From an optimization exercise on the open Yosys and OpenROAD flow, aimed at small area and a short achievable clock period; shortcuts taken in it are not production practice.
The RTL was checked by simulation tests, not by an equivalence proof against the original design.

## day1_solver
module day1_solver #(
    parameter W = 8
) (
    input wire clk,
    input wire reset,
    input wire valid_in,
    input wire [W*17-1:0] flat_data,
    input wire [W-1:0] valid_mask,
    output wire [31:0] part1_count,
    output wire [31:0] part2_count
);
For scale: roughly 1500 cells after synthesis, roughly 130 flip-flops.
clock: 50.0 ns
lec_check: 0
cap_margin: 20
core_margin: 2
core_utilization: 40
cts_buf_list: sky130_fd_sc_hd__clkbuf_8
slew_margin: 20
synth_hierarchical: 1
standard.sh (not shown) runs the stock make flow with config.mk's settings and CLKGATE_MAP_FILE= SYNTH_SCRIPT=/design/flow/synth_recipe.tcl, a recipe that flattens the netlist after the stock synthesis.
==> flow/flow/run.sh <==
#!/bin/bash
# Layout flow: the standard flow (standard.sh, with config.mk's settings),
# with two changes to how the layout is made:
#  - the port buffers use the smallest buffer cell (sky130_fd_sc_hd__buf_1)
#    rather than the delay buffer buffer_ports picks; every input and output
#    port still gets its own buffer;
#  - the timing repair aims for 31.2 ns of setup slack (a shorter achieved
#    period), instead of 0. The clock period and constraints are unchanged.
# The make output is kept in standard_flow.log; ORFS keeps each step's log
# under orfs/logs/.
set -euo pipefail
bash standard.sh "BUFFER_PORTS_ARGS=-buffer_cell sky130_fd_sc_hd__buf_1" \
  SETUP_SLACK_MARGIN=31.2 finish > standard_flow.log 2>&1
==> next run, changes <==
--- a/flow/design.v
+++ b/flow/design.v
@@ -636,25 +636,65 @@
     wire t_473 = ~t_471;
     wire t_474, t_475;
     fa3 ut_474 (.a(t_473), .b(f41[5]), .c(t_468), .s(t_474), .co(t_475));
     wire t_476 = t_472 ^ f41[4];
     wire t_477 = t_472 | f41[4];
     wire t_478 = ~t_476;
     wire t_479, t_480;
     fa3 ut_479 (.a(t_478), .b(f41[6]), .c(t_475), .s(t_479), .co(t_480));
     wire t_481 = t_477 ^ f41[5];
     wire t_482 = t_477 | f41[5];
     wire t_483 = f41[6] ^ t_482;
     wire t_484 = f41[6] | t_482;
-    wire [12:0] y = {1'b1, ~t_483, t_480, t_479, t_470, t_463, t_454, t_453, t_432, t_431, t_416, t_394, t_374} + {t_484, 1'b0, ~t_481, 1'b0, t_474, t_469, t_462, 1'b0, t_442, 1'b0, 1'b0, t_396, t_376};
+    wire [12:0] y_p = {1'b1, ~t_483, t_480, t_479, t_470, t_463, t_454, t_453, t_432, t_431, t_416, t_394, t_374} ^ {t_484, 1'b0, ~t_481, 1'b0, t_474, t_469, t_462, 1'b0, t_442, 1'b0, 1'b0, t_396, t_376};
+    wire [12:0] y_g = {1'b1, ~t_483, t_480, t_479, t_470, t_463, t_454, t_453, t_432, t_431, t_416, t_394, t_374} & {t_484, 1'b0, ~t_481, 1'b0, t_474, t_469, t_462, 1'b0, t_442, 1'b0, 1'b0, t_396, t_376};
+    wire y_G1 = y_g[1] | (y_p[1] & y_g[0]);
+    wire y_P1 = y_p[1] & y_p[0];
+    wire y_G2 = y_g[3] | (y_p[3] & y_g[2]);
+    wire y_P2 = y_p[3] & y_p[2];
+    wire y_G3 = y_g[5] | (y_p[5] & y_g[4]);
+    wire y_P3 = y_p[5] & y_p[4];
+    wire y_G4 = y_g[7] | (y_p[7] & y_g[6]);
+    wire y_P4 = y_p[7] & y_p[6];
+    wire y_G5 = y_g[9] | (y_p[9] & y_g[8]);
+    wire y_P5 = y_p[9] & y_p[8];
+    wire y_G6 = y_g[11] | (y_p[11] & y_g[10]);
+    wire y_P6 = y_p[11] & y_p[10];
+    wire y_G7 = y_G2 | (y_P2 & y_G1);
+    wire y_P7 = y_P2 & y_P1;
+    wire y_G8 = y_G4 | (y_P4 & y_G3);
+    wire y_P8 = y_P4 & y_P3;
+    wire y_G9 = y_G6 | (y_P6 & y_G5);
+    wire y_P9 = y_P6 & y_P5;
+    wire y_G10 = y_G8 | (y_P8 & y_G7);
+    wire y_P10 = y_P8 & y_P7;
+    wire y_G11 = y_G9 | (y_P9 & y_G10);
+    wire y_P11 = y_P9 & y_P10;
+    wire y_G12 = y_G3 | (y_P3 & y_G7);
+    wire y_P12 = y_P3 & y_P7;
+    wire y_G13 = y_G5 | (y_P5 & y_G10);
+    wire y_P13 = y_P5 & y_P10;
+    wire y_G14 = y_g[2] | (y_p[2] & y_G1);
+    wire y_P14 = y_p[2] & y_P1;
+    wire y_G15 = y_g[4] | (y_p[4] & y_G7);
+    wire y_P15 = y_p[4] & y_P7;
+    wire y_G16 = y_g[6] | (y_p[6] & y_G12);
+    wire y_P16 = y_p[6] & y_P12;
+    wire y_G17 = y_g[8] | (y_p[8] & y_G10);
+    wire y_P17 = y_p[8] & y_P10;
+    wire y_G18 = y_g[10] | (y_p[10] & y_G13);
+    wire y_P18 = y_p[10] & y_P13;
+    wire y_G19 = y_g[12] | (y_p[12] & y_G11);
+    wire y_P19 = y_p[12] & y_P11;
+    wire [12:0] y = {y_p[12] ^ y_G11, y_p[11] ^ y_G18, y_p[10] ^ y_G13, y_p[9] ^ y_G17, y_p[8] ^ y_G10, y_p[7] ^ y_G16, y_p[6] ^ y_G12, y_p[5] ^ y_G15, y_p[4] ^ y_G7, y_p[3] ^ y_G14, y_p[2] ^ y_G1, y_p[1] ^ y_g[0], y_p[0]};
     wire zm = (pm == 7'd0);
     wire [8:0] ou1_p = {1'b0, 1'b0, pm[6], pm[5], pm[4], pm[3], pm[2], pm[1], pm[0]} ^ {1'b0, 1'b0, rbq4[6], rbq4[5], rbq4[4], rbq4[3], rbq4[2], rbq4[1], rbq4[0]};
     wire [8:0] ou1_g = {1'b0, 1'b0, pm[6], pm[5], pm[4], pm[3], pm[2], pm[1], pm[0]} & {1'b0, 1'b0, rbq4[6], rbq4[5], rbq4[4], rbq4[3], rbq4[2], rbq4[1], rbq4[0]};
     wire ou1_G1 = ou1_g[1] | (ou1_p[1] & ou1_g[0]);
     wire ou1_P1 = ou1_p[1] & ou1_p[0];
     wire ou1_G2 = ou1_g[3] | (ou1_p[3] & ou1_g[2]);
     wire ou1_P2 = ou1_p[3] & ou1_p[2];
     wire ou1_G3 = ou1_g[5] | (ou1_p[5] & ou1_g[4]);
     wire ou1_P3 = ou1_p[5] & ou1_p[4];
     wire ou1_G4 = ou1_g[7] | (ou1_p[7] & ou1_g[6]);
     wire ou1_P4 = ou1_p[7] & ou1_p[6];
     wire ou1_G5 = ou1_G2 | (ou1_P2 & ou1_G1);
- critical path depth does not change
- sequential cell count does not change
- utilization is higher by 0.32 points
- global-route usage came out higher by 0.63 points
- fmax stays flat

[what the ideal ports hide]
In the flow no input, the clock included, has a driving cell. The finished layouts below were timed again as built, in two steps. Step 1 sets driving cells, clkbuf_16 on the clock port and buf_2 on the other inputs (assumed; they add their load-dependent delay and slew). Step 2 moves the port delays by t, midway between the first and last clock arrival at a register: inputs arrive t later, outputs are due t later. That takes back most of the time a late clock gives input paths. a / b / c = no drivers / after step 1 / after step 2; a / b = the first two.
run | t (ns) | setup slack, ns | hold WS [ns] | slew at the worst register clock pin (ns) | worst slew at a driven data input, ns
the first run | 0.484 | 31.474 / 31.443 / 31.013 | 0.477 / 0.477 / 0.477 | 0.09 / 0.09 | 0.09
the second run | 0.495 | 31.495 / 31.514 / 31.019 | 0.477 / 0.477 / 0.477 | 0.10 / 0.10 | 0.12
After both steps every run listed still meets setup and hold. For the second run, which loses most, drivers alone change the setup slack by +0.019 ns; drivers and shift together by -0.476 ns.
